Background: an optimization exercise with open tools, aiming at small area and a short achievable clock period. Do not read the settings as production practice.
No run shown here included a check of the RTL's function; only the layout flow was run.
Power is estimated from default activity; no workload was simulated.

$ cat flow/design.v
module sigmoid8_pla #(
    parameter WIDTH = 16,
    parameter SLICES = 8,
    parameter FP = 12
) (
    input wire clk,
    input wire rst,
    input wire signed [WIDTH - 1:0] x,
    output wire [WIDTH - 1:0] y
);
    localparam [64*13-1:0] TTAB = {13'd1181, 13'd1181, 13'd1181, 13'd1181, 13'd313, 13'd314, 13'd546, 13'd546, 13'd177, 13'd177, 13'd180, 13'd177, 13'd97, 13'd97, 13'd97, 13'd97, 13'd8189, 13'd8190, 13'd34, 13'd34, 13'd11, 13'd11, 13'd8191, 13'd11, 13'd0, 13'd0, 13'd0, 13'd0, 13'd0, 13'd0, 13'd0, 13'd0, 13'd4096, 13'd4096, 13'd4096, 13'd4096, 13'd4096, 13'd4096, 13'd4084, 13'd4096, 13'd4060, 13'd4060, 13'd4060, 13'd4060, 13'd4036, 13'd4037, 13'd3999, 13'd3999, 13'd3900, 13'd3900, 13'd3903, 13'd3900, 13'd3518, 13'd3518, 13'd3518, 13'd3518, 13'd3148, 13'd3149, 13'd2915, 13'd2915, 13'd2048, 13'd2048, 13'd2048, 13'd2048};
    reg [15:0] x_reg;
    always @(posedge clk) x_reg <= x;
    wire [9:0] r3lo = {1'b0, x_reg[8:0]} + {1'b0, x_reg[7:0], 1'b0};
    wire [4:0] r3hi = {2'b0, x_reg[11:9]} + {1'b0, x_reg[11:8]};
    reg [11:0] r_reg;
    reg [8:1] r3l_reg;
    reg [13:9] r3h_reg, r3h1_reg;
    reg        r3c_reg;
    reg [4:0]  q_reg;
    reg        z_reg;
    always @(posedge clk) begin
        r_reg   <= x_reg[11:0];
        r3l_reg <= r3lo[8:1];
        r3h_reg <= r3hi;
        r3h1_reg <= r3hi + 1'b1;
        r3c_reg <= r3lo[9];
        q_reg   <= x_reg[15:11];
        z_reg   <= ~|x_reg[10:0];
    end
    wire [13:0] r3 = {r3c_reg ? r3h1_reg : r3h_reg, r3l_reg, r_reg[0]};
    reg s23, s99, s369, s867;
    always @(*) begin
        s23 = 1'b0; s99 = 1'b0; s369 = 1'b0; s867 = 1'b0;
        case (q_reg)
            5'd20, 5'd21, 5'd22, 5'd9, 5'd10, 5'd11: s23 = 1'b1;
            5'd23, 5'd24, 5'd25, 5'd6, 5'd7, 5'd8: s99 = 1'b1;
            5'd26, 5'd27, 5'd28, 5'd3, 5'd4, 5'd5: s369 = 1'b1;
            5'd29, 5'd30, 5'd31, 5'd0, 5'd1, 5'd2: s867 = 1'b1;
            default: ;
        endcase
    end
    wire [12:0] tt = TTAB[{q_reg, z_reg}*13 +: 13];
    wire [11:0] nr = ~r_reg;
    wire [22:0] a23  = {6'd0, r3, 3'd1};
    wire [22:0] b23  = {11'd0, nr};
    wire [22:0] a99  = {4'd0, r3, 5'd0};
    wire [22:0] b99  = {9'd0, r3};
    wire [22:0] x369 = {2'd0, r3, 7'd16};
    wire [22:0] y369 = {7'd0, nr, 4'd0};
    wire [22:0] z369 = {11'd0, r_reg};
    wire [22:0] a369 = x369 ^ y369 ^ z369;
    wire [22:0] b369 = {(x369[21:0] & y369[21:0]) | (x369[21:0] & z369[21:0]) | (y369[21:0] & z369[21:0]), 1'b0};
    wire [22:0] x867 = {1'd0, r3, 8'd0};
    wire [22:0] y867 = {4'd0, r3, 5'd0};
    wire [22:0] z867 = {9'd0, r3};
    wire [22:0] a867 = x867 ^ y867 ^ z867;
    wire [22:0] b867 = {(x867[21:0] & y867[21:0]) | (x867[21:0] & z867[21:0]) | (y867[21:0] & z867[21:0]), 1'b0};
    wire [22:0] pa = ({23{s23}} & a23) | ({23{s99}} & a99) | ({23{s369}} & a369) | ({23{s867}} & a867);
    wire [22:0] pb = ({23{s23}} & b23) | ({23{s99}} & b99) | ({23{s369}} & b369) | ({23{s867}} & b867);
    wire [24:0] s1 = {2'b0, pa};
    wire [24:0] c1 = {2'b0, pb};
    wire [8:0] lo = {1'b0, s1[7:0]} + {1'b0, c1[7:0]};
    wire [16:0] u1 = s1[24:8];
    wire [16:0] u2 = c1[24:8];
    wire [16:0] u3 = {tt, {(4){1'b0}}};
    wire [16:0] us = u1 ^ u2 ^ u3;
    wire [16:0] uc = {(u1[15:0] & u2[15:0]) | (u1[15:0] & u3[15:0]) | (u2[15:0] & u3[15:0]), 1'b0};
    reg [16:0] hs_reg;
    reg [16:1] hc_reg;
    reg         lc_reg;
    always @(posedge clk) begin
        hs_reg <= us;
        hc_reg <= uc[16:1];
        lc_reg <= lo[8];
    end
    wire [16:0] ysum = hs_reg + {hc_reg, 1'b0} + {{(16){1'b0}}, lc_reg};
    reg [12:0] y_reg;
    always @(posedge clk or posedge rst) begin
        if (rst) y_reg <= 13'd0;
        else     y_reg <= ysum[16:4];
    end
    assign y = {3'b000, y_reg};
endmodule
$ cat flow/flow/run.sh
#!/bin/bash
# Own layout flow: the standard ORFS flow (standard.sh, unchanged synthesis),
# with a plain buffer on every port instead of the delay cells buffer_ports
# picks by default, and a clock tree with fewer, smaller buffers.
set -euo pipefail
export BUFFER_PORTS_ARGS="-buffer_cell ${OWN_PORT_BUF:-sky130_fd_sc_hd__buf_2}"
export CTS_ARGS="-sink_clustering_enable -repair_clock_nets -sink_clustering_size ${OWN_CTS_SIZE:-30} -sink_clustering_max_diameter ${OWN_CTS_DIAM:-80} -buf_list ${OWN_CTS_BUF:-sky130_fd_sc_hd__clkbuf_8} -dont_use_dummy_load"
bash standard.sh > standard_flow.log 2>&1
$ cat flow/standard.sh
#!/bin/bash
# synth_recipe.tcl (not shown) runs the flow's synth.tcl, then flattens the netlist and writes it again
# the make line also repeats each setting of config.mk as NAME=value (left out here)
make -C /OpenROAD-flow-scripts/flow DESIGN_CONFIG=/design/flow/config.mk WORK_HOME=/design/flow/orfs CLKGATE_MAP_FILE= SYNTH_SCRIPT=/design/flow/synth_recipe.tcl "${@:-finish}"
$ cat flow/config.mk
export PLATFORM = sky130hd
export DESIGN_NAME = sigmoid8_pla
export DESIGN_NICKNAME = sigmoid8_pla
export VERILOG_FILES = /design/flow/design.v
export SDC_FILE = /design/flow/constraint.sdc
export NUM_CORES = 4
export LEC_CHECK = 0
export CAP_MARGIN = 20
export CORE_MARGIN = 2
export CORE_UTILIZATION = 65
export SETUP_SLACK_MARGIN = 3.3
export SLEW_MARGIN = 20
$ cat flow/constraint.sdc
create_clock -name core_clock -period 5.5 [get_ports {clk}]
set_input_delay 1.1000 -clock core_clock [delete_from_list [all_inputs] [get_ports {clk}]]
set_output_delay 1.1000 -clock core_clock [all_outputs]
set_load 0.01 [all_outputs]
==> results.ini, run 1 <==
[status]
status = complete, no violations

[worst_setup_path]
end_kind = flip-flop
crit_required_ns = 5.72
critPathLaunchType = flip-flop
crit_path_max_fo = 5
cp.arrival_ns = 2.38
critical_setup_path_kind = reg -> reg
r2r_cells = 5
reg2reg_from = r3c_reg
startpoint = r3c_reg

[worst_hold_path]
min_path_cells = 0
hold_class = reg -> reg
worst_hold_startpoint = x_reg[0]

[global_route]
grt_start_max_net_pins = 37
global_route.usage.total_pct = 26.28
grt_antenna_before_repair = 0
grt-ovfl-total = 0
grt_pass1_wl_um = 18750
grt_pass1_vias = 4048

[yosys]
ys_seq_area_share_pct = 38.16
yosysTopAreaCellShare_pct = 32.21
yosysMostFrequentCell = sky130_fd_sc_hd__dfxtp_1
postSynthRegisterBits = 101
yosys_warnings = 1
synthDominantAreaCellType = sky130_fd_sc_hd__dfxtp_1
syn-cell-area_mm2 = 0.005469
synth_top_cells_by_count = sky130_fd_sc_hd__dfxtp_1, sky130_fd_sc_hd__nand2_1, sky130_fd_sc_hd__ha_1
synth_edf_count = 0
synth.distinct_cells = 61
syn-mean-instance-area_um2 = 9.544
ys_flop_type = sky130_fd_sc_hd__dfxtp_1
ys_async_sr_fraction_pct = 12.87
yosys-top-cells-area = sky130_fd_sc_hd__dfxtp_1, sky130_fd_sc_hd__ha_1, sky130_fd_sc_hd__fa_1, sky130_fd_sc_hd__dfrtp_1, sky130_fd_sc_hd__nand2_1
synthesis.instances = 573

[placed_design]
place_worst_setup_slack_ns = 3.175
final_weighted_congestion_of_routability_driven_global_placement = 0.9335
dp_hpwl_um = 8361
placedCellCount = 684
port-buffer-count = 30

[clock_tree]
numCtsBuffers = 9
clock_sinks = 101
cts_hold_buf = 0
ctsHtreeMaxLevel = 3
cts.reportedPaths.clkPinSlew_ns = 0.08
worstSkewPairLatency_ns = 0.36
maximum_clock_insertion_buffer_count = 2
ctsRootBufferMaster = sky130_fd_sc_hd__clkbuf_8
tritoncts = built

[floorplanning]
placeableCoreArea_mm2 = 0.008175
floorplan.die.width_um = 95.73
start_util_pct = 66.90
die_height_um = 95.73
placementRows = 33
pin_count = 34
dieArea_mm2 = 0.009163

[timing]
fin_tns_setup_ns = 0
unrepaired_setup_endpoints_after_global_routing = true
slew_violations = 0
fin_skew_ns = 0.03325
finalHoldViolations = 0
fin_crit_sh_pct = 39.24
timing.fmax_ghz = 0.4633
post-route-worst-setup-slack_ns = 3.342
fin_crit_ns = 2.158
setup_viol = 0

[power_and_ir_drop]
share_seq_of_total_power_pct = 47.7
vdd_ir_drop_max_v = 0.0001893
power.switching_uw = 713.3
power_switching_share_pct = 34.59
share_comb_of_total_power_pct = 35.1
p_int_uw = 1349
clock_power_share_pct = 17.2
leakagePower_uw = 0.002722
pwr_density_cell_mw_per_mm2 = 345.5

[detailed_routing]
routed_wire_length_per_instance_um = 16.20
drtPass1Iterations = 6
drt_iter0_markers = 534
total_routed_length_um = 11360
via_count = 4263
drtAntennaViolNets = 0
post_drt_via_cell_ratio = 6.081
drc = 0

[finish]
largest_register_ff_count = 17
nets = 698
post_route_cells_drive_above_1_share_pct = 14.77
insertedDiodeCount = 0
stdcell_count = 701
flow.area_growth_from_synthesis_pct = 9.128

[run]
maxCapViolations = 0

-- power by group through the flow --
| stage | Sequential, µW | Combinational [µW] | Clock (µW) |
|---|---|---|---|
| 2_1_floorplan | 975 | 486 | 0 |
| 3_3_place_gp | 992 | 633 | 0 |
| 3_5_place_dp | 997 | 662 | 0 |
| 4_1_cts | 982 | 671 | 363 |
| 5_1_grt | 1000 | 817 | 390 |
| 6_report | 984 | 723 | 355 |
-- final cells by class --
type | instances | area, µm²
Fill cell | 623 | 2207
Tap cell | 105 | 131.4
Clock buffer | 9 | 123.9
Timing Repair Buffer | 40 | 241.5
Sequential cell | 101 | 2105
Multi-Input combinational cell | 400 | 3191
Inverter | 46 | 176.4
-- stage by stage --
step	utilization, %	hold slack [ns]	power [µW]	instance area, µm²
5_1_grt	73.00	0.3825	2212	5968
3_3_place_gp	69.16	0.3668	1625	5654
6_report	73.00	0.3673	2062	5968
2_1_floorplan	-	0.3290	1461	5477
4_1_cts	71.03	0.3727	2016	5807
3_5_place_dp	69.16	0.3678	1658	5654
-- critical path, cell delays in order (launching register included) --
cell                       delay, ns
sky130_fd_sc_hd__dfxtp_4        0.40
sky130_fd_sc_hd__mux2_4         0.33
sky130_fd_sc_hd__fa_1           0.44
sky130_fd_sc_hd__a222oi_1       0.33
sky130_fd_sc_hd__nand2_1        0.12
sky130_fd_sc_hd__fa_1           0.43
-- layout by cell type (no fill, tap or decap), types with 3 or more instances in the layout --
cell / synthesis / final
sky130_fd_sc_hd__dfxtp_1: 88 / 78
sky130_fd_sc_hd__nand2_1: 68 / 68
sky130_fd_sc_hd__ha_1: 61 / 58
sky130_fd_sc_hd__inv_1: 45 / 44
sky130_fd_sc_hd__o21ai_0: 31 / 31
sky130_fd_sc_hd__buf_2: 2 / 30
sky130_fd_sc_hd__a21oi_1: 30 / 26
sky130_fd_sc_hd__nor2_1: 25 / 24
sky130_fd_sc_hd__fa_1: 21 / 21
sky130_fd_sc_hd__nand3_1: 16 / 16
sky130_fd_sc_hd__xnor2_1: 14 / 14
sky130_fd_sc_hd__dfrtp_1: 13 / 13
sky130_fd_sc_hd__a22oi_1: 12 / 12
sky130_fd_sc_hd__clkbuf_8: 0 / 9
sky130_fd_sc_hd__o211ai_1: 8 / 8
sky130_fd_sc_hd__buf_4: 3 / 8
sky130_fd_sc_hd__dfxtp_2: 0 / 8
sky130_fd_sc_hd__nor3_1: 7 / 7
sky130_fd_sc_hd__a22o_1: 6 / 6
sky130_fd_sc_hd__a21o_1: 5 / 5
sky130_fd_sc_hd__a31oi_1: 6 / 5
sky130_fd_sc_hd__o221ai_1: 5 / 5
sky130_fd_sc_hd__a221o_1: 5 / 5
sky130_fd_sc_hd__o21a_1: 5 / 5
sky130_fd_sc_hd__a222oi_1: 5 / 5
sky130_fd_sc_hd__a21oi_2: 0 / 4
sky130_fd_sc_hd__xor2_1: 4 / 4
sky130_fd_sc_hd__nand2b_1: 4 / 4
sky130_fd_sc_hd__nor2b_1: 4 / 4
sky130_fd_sc_hd__o22ai_1: 4 / 4
sky130_fd_sc_hd__and2_1: 4 / 4
sky130_fd_sc_hd__nand4_1: 3 / 3
sky130_fd_sc_hd__mux2_4: 0 / 3
sky130_fd_sc_hd__mux2_2: 6 / 3
sky130_fd_sc_hd__o2111ai_1: 3 / 3
sky130_fd_sc_hd__ha_2: 0 / 3
sky130_fd_sc_hd__conb_1: 1 / 3
-- metal layers --
layer	vias up	track usage, %	share of wire [%]
li1	2061	-	-
met1	2006	34.07	43
met2	180	44.64	50
met3	16	4.307	5.9
met4	0	9.048	1.5
met5	-	0	0
-- final timing paths --
kind | endpoint | slack (ns)
worst max-delay path | hs_reg[4] | 3.34
worst min-delay path | r_reg[0] | 0.37
worst max register to register | hs_reg[4] | 3.34
worst min register to register | r_reg[0] | 0.37
max in group asynchronous | y_reg[3] | 4.40
min in group asynchronous | y_reg[2] | 0.75
-- kinds of logic (layout without fill, tap and decap cells) --
logic type               count (synthesis)  in the layout  synth area share (%)
buffers and inverters                   74             95                 5.330
adder cells (fa/ha/maj)                 84             84                 22.01
flip-flops                             101            101                 38.16
other                                    1              3               0.06857
XOR/XNOR                                18             18                 2.883
AO/OA/AOI/OAI                          151            151                 19.17
AND/OR/NAND/NOR                        138            138                 11.14
multiplexers                             6              6                 1.235
-- repair_timing --
item | CTS | global route
gates resized for setup | 12 | 22
endpoints found under the setup margin | 13 | 17
pin swaps | 1 | 12
buffers inserted | 0 | 8
endpoints found under the hold margin | 0 | 0
==> inputs of run 2 (changes only) <==
==> flow/design.v (replaced) <==
module sigmoid8_pla #(
    parameter WIDTH = 16,
    parameter SLICES = 8,
    parameter FP = 12
) (
    input wire clk,
    input wire rst,
    input wire signed [WIDTH - 1:0] x,
    output wire [WIDTH - 1:0] y
);
    localparam [64*13-1:0] TTAB = {13'd1181, 13'd1181, 13'd1181, 13'd1181, 13'd313, 13'd314, 13'd546, 13'd546, 13'd177, 13'd177, 13'd180, 13'd177, 13'd97, 13'd97, 13'd97, 13'd97, 13'd8189, 13'd8190, 13'd34, 13'd34, 13'd11, 13'd11, 13'd8191, 13'd11, 13'd0, 13'd0, 13'd0, 13'd0, 13'd0, 13'd0, 13'd0, 13'd0, 13'd4096, 13'd4096, 13'd4096, 13'd4096, 13'd4096, 13'd4096, 13'd4084, 13'd4096, 13'd4060, 13'd4060, 13'd4060, 13'd4060, 13'd4036, 13'd4037, 13'd3999, 13'd3999, 13'd3900, 13'd3900, 13'd3903, 13'd3900, 13'd3518, 13'd3518, 13'd3518, 13'd3518, 13'd3148, 13'd3149, 13'd2915, 13'd2915, 13'd2048, 13'd2048, 13'd2048, 13'd2048};
    reg [15:0] x_reg;
    always @(posedge clk) x_reg <= x;
    wire [9:0] r3lo = {1'b0, x_reg[8:0]} + {1'b0, x_reg[7:0], 1'b0};
    wire [4:0] r3hi = {2'b0, x_reg[11:9]} + {1'b0, x_reg[11:8]};
    reg [11:0] r_reg;
    reg [8:1] r3l_reg;
    reg [13:9] r3h_reg;
    reg        r3c_reg;
    reg [4:0]  q_reg;
    reg        z_reg;
    always @(posedge clk) begin
        r_reg   <= x_reg[11:0];
        r3l_reg <= r3lo[8:1];
        r3h_reg <= r3hi;
        r3c_reg <= r3lo[9];
        q_reg   <= x_reg[15:11];
        z_reg   <= ~|x_reg[10:0];
    end
    wire [13:0] r3 = {r3h_reg + {{(4){1'b0}}, r3c_reg}, r3l_reg, r_reg[0]};
    reg sa23, sa369, sa867, sb23, sb369, sbc, sc369;
    always @(*) begin
        sa23 = 1'b0; sa369 = 1'b0; sa867 = 1'b0;
        sb23 = 1'b0; sb369 = 1'b0; sbc = 1'b0; sc369 = 1'b0;
        case (q_reg)
            5'd20, 5'd21, 5'd22, 5'd9, 5'd10, 5'd11: begin sa23 = 1'b1; sb23 = 1'b1; end
            5'd23, 5'd24, 5'd25, 5'd6, 5'd7, 5'd8: sbc = 1'b1;
            5'd26, 5'd27, 5'd28, 5'd3, 5'd4, 5'd5: begin sa369 = 1'b1; sb369 = 1'b1; sc369 = 1'b1; end
            5'd29, 5'd30, 5'd31, 5'd0, 5'd1, 5'd2: begin sa867 = 1'b1; sbc = 1'b1; end
            default: begin sb23 = 1'b1; sc369 = 1'b1; end
        endcase
    end
    wire [12:0] tt = TTAB[{q_reg, z_reg}*13 +: 13];
    wire [11:0] nr = ~r_reg;
    wire [22:0] ta = ({23{sa23}}  & {6'd0, r3, 3'd0}) |
                     ({23{sa369}} & {2'd0, r3, 7'd0}) |
                     ({23{sa867}} & {1'd0, r3, 8'd0}) |
                     {18'd0, sa369, 3'b0, sa23};
    wire [22:0] tb = ({23{sb23}}  & {11'd0, nr}) |
                     ({23{sb369}} & {7'd0, nr, 4'd0}) |
                     ({23{sbc}}   & {4'd0, r3, 5'd0});
    wire [22:0] tc = ({23{sbc}}   & {9'd0, r3}) |
                     ({23{sc369}} & {11'd0, r_reg});
    wire [24:0] s1 = {2'b0, ta ^ tb ^ tc};
    wire [24:0] c1 = {1'b0, (ta & tb) | (ta & tc) | (tb & tc), 1'b0};
    wire [8:0] lo = {1'b0, s1[7:0]} + {1'b0, c1[7:0]};
    wire [16:0] u1 = s1[24:8];
    wire [16:0] u2 = c1[24:8];
    wire [16:0] u3 = {tt, {(4){1'b0}}};
    wire [16:0] us = u1 ^ u2 ^ u3;
    wire [16:0] uc = {(u1[15:0] & u2[15:0]) | (u1[15:0] & u3[15:0]) | (u2[15:0] & u3[15:0]), 1'b0};
    reg [16:0] hs_reg;
    reg [16:1] hc_reg;
    reg         lc_reg;
    always @(posedge clk) begin
        hs_reg <= us;
        hc_reg <= uc[16:1];
        lc_reg <= lo[8];
    end
    wire [16:0] ysum = hs_reg + {hc_reg, 1'b0} + {{(16){1'b0}}, lc_reg};
    reg [12:0] y_reg;
    always @(posedge clk or posedge rst) begin
        if (rst) y_reg <= 13'd0;
        else     y_reg <= ysum[16:4];
    end
    assign y = {3'b000, y_reg};
endmodule
==> run 2 against run 1 <==
  * Synthesized cell count shrank 1.6%
  * Clock power shrank 2%
  * Cell area shrank 3.0%
  * Power grew 2.2%
  * Register-to-register slack lost 0.11 ns
  * Clock skew shrank 0.0050 ns
  * Fmax shrank 4.9%
  * Die area shrank 1.9%
  * Setup slack lost 0.11 ns
  * Synthesized area shrank 2.0%
  * First-iteration DRC count grew 1.7%
  * Cell count shrank 2.3%
==> results.ini, run 2 <==
[global_route]
grt_antenna_before_repair = 0  ; unchanged
grt_pass1_vias = 3830  ; was 4048
grt-ovfl-total = 0  ; unchanged
global_route.usage.met3_pct = 3.113  ; was 4.307%
global_route.usage.total_pct = 24.28  ; was 26.28%
grt_start_max_net_pins = 32  ; was 37
met1_usage_in_global_routing_pct = 29.70  ; was 34.07%
global_route.usage.met2_pct = 42.26  ; was 44.64%
grt_pass1_wl_um = 17080  ; was 18750 µm
grt-busiest-layer = met2  ; unchanged

[yosys]
synth.distinct_cells = 65  ; was 61
syn-cell-area_mm2 = 0.005360  ; was 0.005469 mm²
yosys-top-cells-area = sky130_fd_sc_hd__dfxtp_1, sky130_fd_sc_hd__ha_1, sky130_fd_sc_hd__fa_1, sky130_fd_sc_hd__dfrtp_1, sky130_fd_sc_hd__inv_1  ; was sky130_fd_sc_hd__dfxtp_1, sky130_fd_sc_hd__ha_1, sky130_fd_sc_hd__fa_1, sky130_fd_sc_hd__dfrtp_1, sky130_fd_sc_hd__nand2_1
synth_edf_count = 0  ; unchanged
postSynthRegisterBits = 98  ; was 101
syn-mean-instance-area_um2 = 9.504  ; was 9.544 µm²
ys_seq_area_share_pct = 37.82  ; was 38.16%
ys_async_sr_fraction_pct = 13.27  ; was 12.87%
yosysMostFrequentCell = sky130_fd_sc_hd__dfxtp_1  ; unchanged
ys_flop_type = sky130_fd_sc_hd__dfxtp_1  ; unchanged
yosys_warnings = 1  ; unchanged
synth_top_cells_by_count = sky130_fd_sc_hd__dfxtp_1, sky130_fd_sc_hd__ha_1, sky130_fd_sc_hd__inv_1  ; was sky130_fd_sc_hd__dfxtp_1, sky130_fd_sc_hd__nand2_1, sky130_fd_sc_hd__ha_1
synthesis.instances = 564  ; was 573
yosysTopAreaCellShare_pct = 31.75  ; was 32.21%
synthDominantAreaCellType = sky130_fd_sc_hd__dfxtp_1  ; unchanged

[clock_tree]
tritoncts = built  ; unchanged
cts.reportedPaths.clkPinSlew_ns = 0.09  ; was 0.08 ns
worstSkewPairLatency_ns = 0.36  ; about the same
clock_sinks = 98  ; was 101
cts_hold_buf = 0  ; unchanged
ctsHtreeMaxLevel = 3  ; unchanged
numCtsBuffers = 9  ; unchanged
ctsRootBufferMaster = sky130_fd_sc_hd__clkbuf_8  ; unchanged
maximum_clock_insertion_buffer_count = 2  ; unchanged

[finish]
insertedDiodeCount = 0  ; unchanged
mostFrequentLayoutCell = sky130_fd_sc_hd__dfxtp_1  ; unchanged
nets = 674  ; was 698
final_cell_mix = sky130_fd_sc_hd__dfxtp_1, sky130_fd_sc_hd__inv_1, sky130_fd_sc_hd__ha_1  ; was sky130_fd_sc_hd__dfxtp_1, sky130_fd_sc_hd__nand2_1, sky130_fd_sc_hd__ha_1
largest_register_ff_count = 17  ; unchanged
fillerInstances = 636  ; was 623
flow.area_growth_from_synthesis_pct = 7.960  ; was 9.128%
post_route_cells_drive_above_1_share_pct = 13.79  ; was 14.77%
utilization_of_the_core_after_routing_pct = 71.51  ; was 73.00%

[status]
status = complete, no violations  ; unchanged

[placed_design]
dp_hpwl_um = 8103  ; was 8361 µm
final_weighted_congestion_of_routability_driven_global_placement = 0.9439  ; was 0.9335
place_worst_setup_slack_ns = 2.874  ; was 3.175 ns
port-buffer-count = 30  ; unchanged

[timing]
finalHoldViolations = 0  ; unchanged
hold_ws_ns = 0.3811  ; was 0.3673 ns
fin_crit_sh_pct = 41.27  ; was 39.24%
setup_viol = 0  ; unchanged
fin_crit_ns = 2.270  ; was 2.158 ns
post-route-worst-setup-slack_ns = 3.230  ; was 3.342 ns
slew_violations = 0  ; unchanged
fin_tns_setup_ns = 0  ; unchanged
timing.fmax_ghz = 0.4406  ; was 0.4633 GHz
unrepaired_setup_endpoints_after_global_routing = true  ; unchanged
fin_skew_ns = 0.02830  ; was 0.03325 ns

[floorplanning]
dieArea_mm2 = 0.008989  ; was 0.009163 mm²
floorplan.die.width_um = 94.81  ; was 95.73 µm
pin_count = 34  ; unchanged
die_height_um = 94.81  ; was 95.73 µm
placementRows = 33  ; unchanged
placeableCoreArea_mm2 = 0.008093  ; was 0.008175 mm²
start_util_pct = 66.23  ; was 66.90%

[worst_setup_path]
crit_path_max_fo = 4  ; was 5
critPathLaunchType = flip-flop  ; unchanged
slowest_stage = sky130_fd_sc_hd__fa_1  ; unchanged
critical-path-max-stage-delay_ns = 0.48  ; was 0.44 ns
crit_path_cell_trace = ha_4, nand3_1, xnor2_2, buf_4, a222oi_1, inv_1, ha_1, fa_1  ; was mux2_4, fa_1, a222oi_1, nand2_1, fa_1
end_kind = flip-flop  ; unchanged
critical_setup_path_kind = reg -> reg  ; unchanged
timing.critical_path.max_delay_family = adder cells  ; unchanged
path_buf_inv = 2  ; was 0
crit_required_ns = 5.71  ; was 5.72 ns
cp.arrival_ns = 2.48  ; was 2.38 ns

[detailed_routing]
drt_iter0_markers = 543  ; was 534
post_drt_via_cell_ratio = 6.020  ; was 6.081
drtAntennaViolNets = 0  ; unchanged
total_routed_length_um = 10540  ; was 11360 µm
drc = 0  ; unchanged
routed_wire_length_per_instance_um = 15.39  ; was 16.20 µm
via_count = 4124  ; was 4263
drtPass1Iterations = 8  ; was 6

[worst_hold_path]
hold_class = reg -> reg  ; unchanged

[run]
maxCapViolations = 0  ; unchanged

[power_and_ir_drop]
leakagePower_uw = 0.002694  ; was 0.002722 µW
vdd_ir_drop_max_v = 0.0001768  ; was 0.0001893 V
pwr_density_cell_mw_per_mm2 = 364.2  ; was 345.5 mW/mm²

[run 2: cell count changes after synthesis, moves of 6 or more]
cell,delta
sky130_fd_sc_hd__nor2_1,+17
sky130_fd_sc_hd__nand2_1,-24
sky130_fd_sc_hd__a222oi_1,+6
sky130_fd_sc_hd__a22oi_1,-6
sky130_fd_sc_hd__a21oi_1,+8
sky130_fd_sc_hd__mux2_2,-6
sky130_fd_sc_hd__inv_1,+6
sky130_fd_sc_hd__ha_1,-8
sky130_fd_sc_hd__nand3_1,-9
[run 2: routing by layer]
layer  wire length (µm)  part of all wire [%]
met5                  0                     0
met2               5323                    50
met3                574                   5.4
met1               4415                    42
met4                231                   2.2
[run 2: kinds of logic (layout without fill, tap and decap cells)]
logic type	count (synthesis)	after routing	share of synthesized area, %
AOI/OAI and AO/OA	166	166	22.08
buffers and inverters	82	96	6.232
other	1	3	0.06996
xor gates and xnor gates	18	18	2.941
DFF	98	98	37.82
muxes	1	1	0.1867
adders and majority gates	74	74	20.21
and+or+nand+nor	124	124	10.46
[run 2: worst register-to-register path: stages, from the launching register on]
cell	delay (ns)
sky130_fd_sc_hd__dfxtp_2	0.34
sky130_fd_sc_hd__ha_4	0.14
sky130_fd_sc_hd__nand3_1	0.12
sky130_fd_sc_hd__xnor2_2	0.21
sky130_fd_sc_hd__buf_4	0.15
sky130_fd_sc_hd__a222oi_1	0.25
sky130_fd_sc_hd__inv_1	0.11
sky130_fd_sc_hd__ha_1	0.34
sky130_fd_sc_hd__fa_1	0.48
[run 2: layout make-up]
| type | instances | area [µm²] | share of cell area [%] |
|---|---|---|---|
| inverter | 52 | 197.7 | 3.416 |
| clock buffer | 9 | 123.9 | 2.141 |
| timing repair buffer | 35 | 187.7 | 3.243 |
| sequential | 98 | 2046 | 35.35 |
| multi-input combinational | 386 | 3100 | 53.58 |
| tap | 105 | 131.4 | 2.270 |
[run 2: stage by stage]
step | power, µW | cells | area [µm²]
detailed placement | 1742 | 671 | 5524
floorplan | 1551 | 566 | 5384
CTS | 2095 | 681 | 5684
global route | 2270 | 685 | 5787
finish | 2108 | 685 | 5787
global placement | 1714 | 671 | 5524
[run 2: timing repair]
| item | 4_1_cts | 5_1_grt |
|---|---|---|
| resized for setup | 8 | 21 |
| setup endpoints to repair | 15 | 15 |
| pin swaps | 2 | 3 |
| setup buffers | 1 | 4 |
[run 2: path summary, 6_finish.rpt]
check / start / endpoint / slack, ns / cells after the start
worst max register to register: r3c_reg / hs_reg[7] / 3.23 / 8
worst min register to register: x_reg[0] / r_reg[0] / 0.38 / 0
worst max-delay path: r3c_reg / hs_reg[7] / 3.23 / 8
max in group asynchronous: rst / y_reg[8] / 4.40 / 2
min in group asynchronous: rst / y_reg[1] / 0.76 / 2
worst min-delay path: x_reg[0] / r_reg[0] / 0.38 / 0
[run 2: where the power goes]
| group | internal, µW | switching, µW | total, µW | leakage, µW |
|---|---|---|---|---|
| sequential | 863 | 97.4 | 960 | 0.000869 |
| combinational | 350 | 449 | 800 | 0.00176 |
| clock | 147 | 201 | 348 | 0.0000647 |

port drivers added, routing unchanged:
The flow's constraints put no driver on any port. The routed layouts listed below were extracted and timed again, unchanged, in two steps. Step 1 sets driving cells, clkbuf_16 on the clock port and buf_2 on the other inputs (assumed; they add their load-dependent delay and slew). Step 2, shift: input delay + t, output delay - t, t = (earliest + latest rising clock arrival at the registers) / 2. This alone moves slack from input paths to output paths. Three values: ideal, step 1, step 2; two values: the first two.
| run | t, ns | slack for setup (ns) | worst register clock-pin slew, ns | worst slew at a driven data input, ns |
|---|---|---|---|---|
| run 1 | 0.366 | 3.342 / 3.342 / 3.342 | 0.10 / 0.10 | 0.03 |
| run 2 | 0.376 | 3.230 / 3.230 / 3.230 | 0.09 / 0.09 | 0.03 |
After both steps setup and hold are still met in every run listed.
